What follows belongs to an exercise in optimizing a design on an open flow for a short achievable clock period and few clock cycles; a production flow would make more cautious choices.
Only simulation tests tie the RTL to the original design; equivalence was not proved.

Setup of job 4220:
==> flow/design.v <==
module core #(                              
	parameter ADDR_W = 32,
	parameter INST_W = 32,
	parameter DATA_W = 32
)(
	input                   i_clk,
	input                   i_rst_n,
	output [ ADDR_W-1 : 0 ] o_i_addr,
	input  [ INST_W-1 : 0 ] i_i_inst,
	output                  o_d_wen,
	output [ ADDR_W-1 : 0 ] o_d_addr,
	output [ DATA_W-1 : 0 ] o_d_wdata,
	input  [ DATA_W-1 : 0 ] i_d_rdata,
	output [        1 : 0 ] o_status,
	output                  o_status_valid
);
localparam OP_LW   = 6'd1;
localparam OP_SW   = 6'd2;
localparam OP_ADD  = 6'd3;
localparam OP_SUB  = 6'd4;
localparam OP_ADDI = 6'd5;
localparam OP_OR   = 6'd6;
localparam OP_XOR  = 6'd7;
localparam OP_BEQ  = 6'd8;
localparam OP_BNE  = 6'd9;
localparam OP_EOF  = 6'd10;
reg [31:0] rf [0:31];
reg [31:0] pc;            
reg [31:0] pc4;           
reg        halted;        
reg        x_valid;
reg        x_lw, x_sw, x_add, x_sub, x_addi, x_or, x_xor, x_br, x_eof;
reg        x_we;
reg [4:0]  x_wa;
reg        x_ald, x_asum, x_algc, x_aw2, x_areg;
reg        x_bld, x_bsum, x_blgc, x_bw2, x_breg;    
reg        x_cld, x_csum, x_clgc, x_cw2, x_creg, x_cimm;
reg [14:0] x_imm;
reg        x_chk;         
reg [31:0] x_a, x_b;
reg        x_pred;
reg [31:0] x_pc4, x_pc8, x_tgt, x_tgt4;
reg        w_we;
reg        w_lw;
reg [4:0]  w_wa;
reg [31:0] w_sum;         
reg [31:0] w_lgc;         
reg        w_islgc;       
reg [31:0] w2_val;        
reg        st_valid;
reg [1:0]  st_code;
reg        dm_wen;
reg [31:0] dm_addr;
reg [31:0] dm_wdata;
integer i;
assign o_i_addr       = pc;
assign o_status       = st_code;
assign o_status_valid = st_valid;
assign o_d_wen        = dm_wen;
assign o_d_addr       = dm_addr;
assign o_d_wdata      = dm_wdata;
wire [31:0] w_res = w_islgc ? w_lgc : w_sum;
wire [31:0] w_val = w_lw ? i_d_rdata : w_res;
wire [31:0] a = ({32{x_ald}} & i_d_rdata) | ({32{x_asum}} & w_sum) | ({32{x_algc}} & w_lgc)
              | ({32{x_aw2}} & w2_val)    | ({32{x_areg}} & x_a);
wire [31:0] b = ({32{x_bld}} & i_d_rdata) | ({32{x_bsum}} & w_sum) | ({32{x_blgc}} & w_lgc)
              | ({32{x_bw2}} & w2_val)    | ({32{x_breg}} & x_b);
wire [31:0] c = ({32{x_cld}} & i_d_rdata) | ({32{x_csum}} & w_sum) | ({32{x_clgc}} & w_lgc)
              | ({32{x_cw2}} & w2_val)    | ({32{x_creg}} & x_b)
              | ({32{x_cimm}} & {17'd0, x_imm});
wire [31:0] s_add, s_sub;
wire        c_add, c_sub;
ks_add u_add  (.a(a), .b(c),    .ci(1'b0), .s(s_add),  .co(c_add));
ks_add u_sub  (.a(a), .b(~b),   .ci(1'b1), .s(s_sub),  .co(c_sub));
wire mispred  = x_valid & x_chk & (a == b);
wire x_stop   = x_valid & x_eof;
wire [31:0] sum = x_sub ? s_sub : s_add;
wire [31:0] lgc = x_or ? (a | b) : (a ^ b);
reg [1:0] code;
always @(*) begin
	if (x_eof)                     code = 2'd3;
	else if (x_add)                code = c_add ? 2'd2 : 2'd0;
	else if (x_sub)                code = c_sub ? 2'd0 : 2'd2;
	else if (x_addi)               code = c_add ? 2'd2 : 2'd1;
	else if (x_lw | x_sw | x_br)   code = 2'd1;
	else                           code = 2'd0;
end
always @(posedge i_clk or negedge i_rst_n) begin
	if (!i_rst_n) begin
		halted   <= 1'b0;
		w_we     <= 1'b0;
		w_lw     <= 1'b0;
		w_wa     <= 5'd0;
		w_sum    <= 32'd0;
		w_lgc    <= 32'd0;
		w_islgc  <= 1'b0;
		w2_val   <= 32'd0;
		st_valid <= 1'b0;
		st_code  <= 2'd0;
		dm_wen   <= 1'b0;
		dm_addr  <= 32'd0;
		dm_wdata <= 32'd0;
	end else begin
		if (x_stop) halted <= 1'b1;
		st_valid <= x_valid;
		st_code  <= code;
		w_we     <= x_valid & x_we;
		w_lw     <= x_lw;
		w_wa     <= x_wa;
		w_sum    <= sum;
		w_lgc    <= lgc;
		w_islgc  <= x_or | x_xor;
		w2_val   <= w_val;
		dm_wen   <= x_valid & x_sw;
		dm_addr  <= s_add;
		dm_wdata <= b;
	end
end
wire [5:0]  op  = i_i_inst[31:26];
wire [4:0]  rs  = i_i_inst[25:21];
wire [4:0]  rt  = i_i_inst[20:16];
wire [4:0]  rd  = i_i_inst[15:11];
wire [14:0] imm = i_i_inst[14:0];
wire is_lw   = (op == OP_LW);
wire is_sw   = (op == OP_SW);
wire is_add  = (op == OP_ADD);
wire is_sub  = (op == OP_SUB);
wire is_addi = (op == OP_ADDI);
wire is_or   = (op == OP_OR);
wire is_xor  = (op == OP_XOR);
wire is_beq  = (op == OP_BEQ);
wire is_bne  = (op == OP_BNE);
wire is_eof  = (op == OP_EOF);
wire same  = (rs == rt);
wire pred  = (is_beq & same) | (is_bne & ~same);    
wire [31:0] pc8 = pc4 + 32'd4;
wire [31:0] tgt, tgt4;
ks_add u_tgt  (.a(pc4), .b({17'd0, imm}), .ci(1'b0), .s(tgt),  .co());
ks_add u_tgt4 (.a(pc8), .b({17'd0, imm}), .ci(1'b0), .s(tgt4), .co());
wire f_valid = ~halted & ~mispred & ~x_stop;
wire chk   = (is_beq | is_bne) & ~same & (|imm);
wire fwd_a = x_valid & x_we & (x_wa == rs);
wire fwd_b = x_valid & x_we & (x_wa == rt);
wire x_lgc = x_or | x_xor;
wire use_imm = is_addi | is_lw | is_sw;
wire fw2_a = w_we & (w_wa == rs);
wire fw2_b = w_we & (w_wa == rt);
wire [31:0] a_rd = rf[rs];
wire [31:0] b_rd = rf[rt];
always @(posedge i_clk or negedge i_rst_n) begin
	if (!i_rst_n) begin
		pc      <= 32'd0;
		pc4     <= 32'd4;
		x_pred  <= 1'b0;
		x_pc4   <= 32'd0;
		x_pc8   <= 32'd0;
		x_tgt   <= 32'd0;
		x_tgt4  <= 32'd0;
		x_valid <= 1'b0;
		x_lw <= 1'b0; x_sw <= 1'b0; x_add <= 1'b0; x_sub <= 1'b0; x_addi <= 1'b0;
		x_or <= 1'b0; x_xor <= 1'b0; x_br <= 1'b0; x_eof <= 1'b0;
		x_we    <= 1'b0;
		x_wa    <= 5'd0;
		x_ald   <= 1'b0; x_asum <= 1'b0; x_algc <= 1'b0; x_aw2 <= 1'b0; x_areg <= 1'b0;
		x_bld   <= 1'b0; x_bsum <= 1'b0; x_blgc <= 1'b0; x_bw2 <= 1'b0; x_breg <= 1'b0;
		x_cld   <= 1'b0; x_csum <= 1'b0; x_clgc <= 1'b0; x_cw2 <= 1'b0; x_creg <= 1'b0;
		x_cimm  <= 1'b0;
		x_imm   <= 15'd0;
		x_chk   <= 1'b0;
		x_a     <= 32'd0;
		x_b     <= 32'd0;
	end else begin
		x_valid <= f_valid;
		if (mispred) begin
			pc  <= x_pred ? x_pc4 : x_tgt;
			pc4 <= x_pred ? x_pc8 : x_tgt4;
		end else if (f_valid) begin
			pc  <= pred ? tgt  : pc4;
			pc4 <= pred ? tgt4 : pc8;
		end
		x_lw    <= is_lw;
		x_sw    <= is_sw;
		x_add   <= is_add;
		x_sub   <= is_sub;
		x_addi  <= is_addi;
		x_or    <= is_or;
		x_xor   <= is_xor;
		x_br    <= is_beq | is_bne;
		x_eof   <= is_eof;
		x_we    <= is_lw | is_add | is_sub | is_addi | is_or | is_xor;
		x_wa    <= (is_lw | is_addi) ? rt : rd;
		x_ald   <=  fwd_a &  x_lw;
		x_asum  <=  fwd_a & ~x_lw & ~x_lgc;
		x_algc  <=  fwd_a &  x_lgc;
		x_aw2   <= ~fwd_a &  fw2_a;
		x_areg  <= ~fwd_a & ~fw2_a;
		x_bld   <=  fwd_b &  x_lw;
		x_bsum  <=  fwd_b & ~x_lw & ~x_lgc;
		x_blgc  <=  fwd_b &  x_lgc;
		x_bw2   <= ~fwd_b &  fw2_b;
		x_breg  <= ~fwd_b & ~fw2_b;
		x_cld   <= ~use_imm &  fwd_b &  x_lw;
		x_csum  <= ~use_imm &  fwd_b & ~x_lw & ~x_lgc;
		x_clgc  <= ~use_imm &  fwd_b &  x_lgc;
		x_cw2   <= ~use_imm & ~fwd_b &  fw2_b;
		x_creg  <= ~use_imm & ~fwd_b & ~fw2_b;
		x_cimm  <=  use_imm;
		x_imm   <= imm;
		x_chk   <= chk;
		x_a     <= a_rd;
		x_b     <= b_rd;
		x_pred  <= pred;
		x_pc4   <= pc4;
		x_pc8   <= pc8;
		x_tgt   <= tgt;
		x_tgt4  <= tgt4;
	end
end
always @(posedge i_clk or negedge i_rst_n) begin
	if (!i_rst_n) begin
		for (i = 0; i < 32; i = i + 1) rf[i] <= 32'd0;
	end else if (w_we) begin
		rf[w_wa] <= w_val;
	end
end
endmodule
module ks_add (
	input  [31:0] a,
	input  [31:0] b,
	input         ci,
	output [31:0] s,
	output        co
);
	reg [31:0] g, p, gn, pn;
	reg [31:0] p0;
	reg [32:0] c;
	integer k, d;
	always @(*) begin
		p0 = a ^ b;
		g  = a & b;
		p  = p0;
		g[0] = g[0] | (p[0] & ci);
		for (d = 1; d < 32; d = d * 2) begin
			gn = g; pn = p;
			for (k = d; k < 32; k = k + 1) begin
				gn[k] = g[k] | (p[k] & g[k-d]);
				pn[k] = p[k] & p[k-d];
			end
			g = gn; p = pn;
		end
		c[0] = ci;
		for (k = 1; k <= 32; k = k + 1) c[k] = g[k-1];
	end
	assign s  = p0 ^ c[31:0];
	assign co = c[32];
endmodule
==> flow/config.mk <==
export PLATFORM = sky130hd
export DESIGN_NAME = core
export DESIGN_NICKNAME = core
export VERILOG_FILES = /design/flow/design.v
export SDC_FILE = /design/flow/constraint.sdc
export NUM_CORES = 4
export LEC_CHECK = 0
export ABC_CLOCK_PERIOD_IN_PS = 2000
export CAP_MARGIN = 20
export CORE_MARGIN = 2
export CORE_UTILIZATION = 40
export SETUP_SLACK_MARGIN = 4
export SLEW_MARGIN = 20
==> flow/constraint.sdc <==
create_clock -name core_clock -period 6.8 [get_ports {i_clk}]
set_input_delay 1.3600 -clock core_clock [delete_from_list [all_inputs] [get_ports {i_clk}]]
set_output_delay 1.3600 -clock core_clock [all_outputs]
set_load 0.01 [all_outputs]
standard.sh (not shown) runs the stock make flow with config.mk's settings and CLKGATE_MAP_FILE= SYNTH_SCRIPT=/design/flow/synth_recipe.tcl, a recipe that flattens the netlist after the stock synthesis.
==> flow/flow/run.sh <==
#!/bin/bash
# Standard layout (standard.sh) with two changes to how it is made:
#  - synthesis script flow/synth.tcl (the standard flow's synthesis; combinational logic
#    mapped for delay, no adder-cell extraction; registers untouched),
#  - port buffers are buf_8 rather than the smallest buffer.
# All tool output goes to flow_make.log in the work folder (ORFS's per-step
# logs are under orfs/logs/).
set -euo pipefail
W=$(pwd)
bash "$W/standard.sh" SYNTH_SCRIPT="$W/flow/synth.tcl" \
  "BUFFER_PORTS_ARGS=-buffer_cell sky130_fd_sc_hd__buf_8" \
  finish > "$W/flow_make.log" 2>&1
==> flow/flow/fast.abc <==
strash
dch
map {D}
buffer
upsize {D}
dnsize {D}
==> flow/flow/synth.tcl <==
# The standard synthesis (synth_recipe.tcl), with two changes to the
# combinational mapping only: no full/half-adder cell extraction, and an ABC
# script that maps for delay (fast.abc). Registers are untouched.
set flowdir [file dirname [file normalize [info script]]]
unset -nocomplain ::env(ADDER_MAP_FILE)
proc abc {args} {
  global flowdir
  set i [lsearch -exact $args -script]
  lset args [expr {$i + 1}] $flowdir/fast.abc
  yosys abc {*}$args
}
source $flowdir/../synth_recipe.tcl
Testbench counts of job 4220, summed over its fixed seeds: cycles 20,832.
> inputs changed (job 4220 -> job 544)
--- a/flow/design.v
+++ b/flow/design.v
@@ -33,12 +33,12 @@
 reg        x_we;
 reg [4:0]  x_wa;
-reg        x_ald, x_asum, x_algc, x_aw2, x_areg;
-reg        x_bld, x_bsum, x_blgc, x_bw2, x_breg;    
-reg        x_cld, x_csum, x_clgc, x_cw2, x_creg, x_cimm;
+reg        x_ald, x_asum, x_algc, x_areg;
+reg        x_bld, x_bsum, x_blgc, x_breg;    
+reg        x_cld, x_csum, x_clgc, x_creg, x_cimm;
 reg [14:0] x_imm;
 reg        x_chk;         
 reg [31:0] x_a, x_b;
-reg        x_pred;
-reg [31:0] x_pc4, x_pc8, x_tgt, x_tgt4;
+reg [31:0] x_alt;         
+reg [31:0] x_alt4;        
 reg        w_we;
 reg        w_lw;
@@ -47,5 +47,4 @@
 reg [31:0] w_lgc;         
 reg        w_islgc;       
-reg [31:0] w2_val;        
 reg        st_valid;
 reg [1:0]  st_code;
@@ -63,9 +62,9 @@
 wire [31:0] w_val = w_lw ? i_d_rdata : w_res;
 wire [31:0] a = ({32{x_ald}} & i_d_rdata) | ({32{x_asum}} & w_sum) | ({32{x_algc}} & w_lgc)
-              | ({32{x_aw2}} & w2_val)    | ({32{x_areg}} & x_a);
+              | ({32{x_areg}} & x_a);
 wire [31:0] b = ({32{x_bld}} & i_d_rdata) | ({32{x_bsum}} & w_sum) | ({32{x_blgc}} & w_lgc)
-              | ({32{x_bw2}} & w2_val)    | ({32{x_breg}} & x_b);
+              | ({32{x_breg}} & x_b);
 wire [31:0] c = ({32{x_cld}} & i_d_rdata) | ({32{x_csum}} & w_sum) | ({32{x_clgc}} & w_lgc)
-              | ({32{x_cw2}} & w2_val)    | ({32{x_creg}} & x_b)
+              | ({32{x_creg}} & x_b)
               | ({32{x_cimm}} & {17'd0, x_imm});
 wire [31:0] s_add, s_sub;
@@ -95,5 +94,4 @@
 		w_lgc    <= 32'd0;
 		w_islgc  <= 1'b0;
-		w2_val   <= 32'd0;
 		st_valid <= 1'b0;
 		st_code  <= 2'd0;
@@ -111,5 +109,4 @@
 		w_lgc    <= lgc;
 		w_islgc  <= x_or | x_xor;
-		w2_val   <= w_val;
 		dm_wen   <= x_valid & x_sw;
 		dm_addr  <= s_add;
@@ -146,15 +143,11 @@
 wire fw2_a = w_we & (w_wa == rs);
 wire fw2_b = w_we & (w_wa == rt);
-wire [31:0] a_rd = rf[rs];
-wire [31:0] b_rd = rf[rt];
+wire [31:0] a_rd = fw2_a ? w_val : rf[rs];
+wire [31:0] b_rd = fw2_b ? w_val : rf[rt];
 always @(posedge i_clk or negedge i_rst_n) begin
 	if (!i_rst_n) begin
 		pc      <= 32'd0;
 		pc4     <= 32'd4;
-		x_pred  <= 1'b0;
-		x_pc4   <= 32'd0;
-		x_pc8   <= 32'd0;
-		x_tgt   <= 32'd0;
-		x_tgt4  <= 32'd0;
+		x_alt4  <= 32'd0;
 		x_valid <= 1'b0;
 		x_lw <= 1'b0; x_sw <= 1'b0; x_add <= 1'b0; x_sub <= 1'b0; x_addi <= 1'b0;
@@ -162,7 +155,7 @@
 		x_we    <= 1'b0;
 		x_wa    <= 5'd0;
-		x_ald   <= 1'b0; x_asum <= 1'b0; x_algc <= 1'b0; x_aw2 <= 1'b0; x_areg <= 1'b0;
-		x_bld   <= 1'b0; x_bsum <= 1'b0; x_blgc <= 1'b0; x_bw2 <= 1'b0; x_breg <= 1'b0;
-		x_cld   <= 1'b0; x_csum <= 1'b0; x_clgc <= 1'b0; x_cw2 <= 1'b0; x_creg <= 1'b0;
+		x_ald   <= 1'b0; x_asum <= 1'b0; x_algc <= 1'b0; x_areg <= 1'b0;
+		x_bld   <= 1'b0; x_bsum <= 1'b0; x_blgc <= 1'b0; x_breg <= 1'b0;
+		x_cld   <= 1'b0; x_csum <= 1'b0; x_clgc <= 1'b0; x_creg <= 1'b0;
 		x_cimm  <= 1'b0;
 		x_imm   <= 15'd0;
@@ -170,9 +163,10 @@
 		x_a     <= 32'd0;
 		x_b     <= 32'd0;
+		x_alt   <= 32'd0;
 	end else begin
 		x_valid <= f_valid;
 		if (mispred) begin
-			pc  <= x_pred ? x_pc4 : x_tgt;
-			pc4 <= x_pred ? x_pc8 : x_tgt4;
+			pc  <= x_alt;
+			pc4 <= x_alt4;
 		end else if (f_valid) begin
 			pc  <= pred ? tgt  : pc4;
@@ -193,16 +187,13 @@
 		x_asum  <=  fwd_a & ~x_lw & ~x_lgc;
 		x_algc  <=  fwd_a &  x_lgc;
-		x_aw2   <= ~fwd_a &  fw2_a;
-		x_areg  <= ~fwd_a & ~fw2_a;
+		x_areg  <= ~fwd_a;
 		x_bld   <=  fwd_b &  x_lw;
 		x_bsum  <=  fwd_b & ~x_lw & ~x_lgc;
 		x_blgc  <=  fwd_b &  x_lgc;
-		x_bw2   <= ~fwd_b &  fw2_b;
-		x_breg  <= ~fwd_b & ~fw2_b;
+		x_breg  <= ~fwd_b;
 		x_cld   <= ~use_imm &  fwd_b &  x_lw;
 		x_csum  <= ~use_imm &  fwd_b & ~x_lw & ~x_lgc;
 		x_clgc  <= ~use_imm &  fwd_b &  x_lgc;
-		x_cw2   <= ~use_imm & ~fwd_b &  fw2_b;
-		x_creg  <= ~use_imm & ~fwd_b & ~fw2_b;
+		x_creg  <= ~use_imm & ~fwd_b;
 		x_cimm  <=  use_imm;
 		x_imm   <= imm;
@@ -210,9 +201,6 @@
 		x_a     <= a_rd;
 		x_b     <= b_rd;
-		x_pred  <= pred;
-		x_pc4   <= pc4;
-		x_pc8   <= pc8;
-		x_tgt   <= tgt;
-		x_tgt4  <= tgt4;
+		x_alt   <= pred ? pc4 : tgt;
+		x_alt4  <= pred ? pc8 : tgt4;
 	end
 end
Findings:
As the logs show, job 544 stopped at 1_2_yosys after a tool error, so it never reached the end of the flow.
Testbench counts of job 544, summed over its fixed seeds: cycles 20,832.

==> afterwards: timing with drivers on the ports <==
The flow's constraints put no driver on any port. The routed layout listed below was extracted and timed again, unchanged, in two steps. Step 1: set_driving_cell puts a clkbuf_16 on i_clk and a buf_2 on each other input, an assumption about the parent block. Step 2 adds t to the input delays and takes it off the output delays; t is the mean of the earliest and latest rising clock arrival at the registers after step 1. Input paths then give back, and output paths get back, about the clock's delay inside the block. a / b / c = no drivers / after step 1 / after step 2; a / b = the first two.
run: job 4220
t, ns: 0.924
slack for setup (ns): 3.392 / 3.392 / 2.575
slew at the worst register clock pin (ns): 0.07 / 0.07
After both steps job 4220 still meets setup and hold. For job 4220, drivers alone change the setup slack by 0.000 ns; drivers and shift together by -0.817 ns.
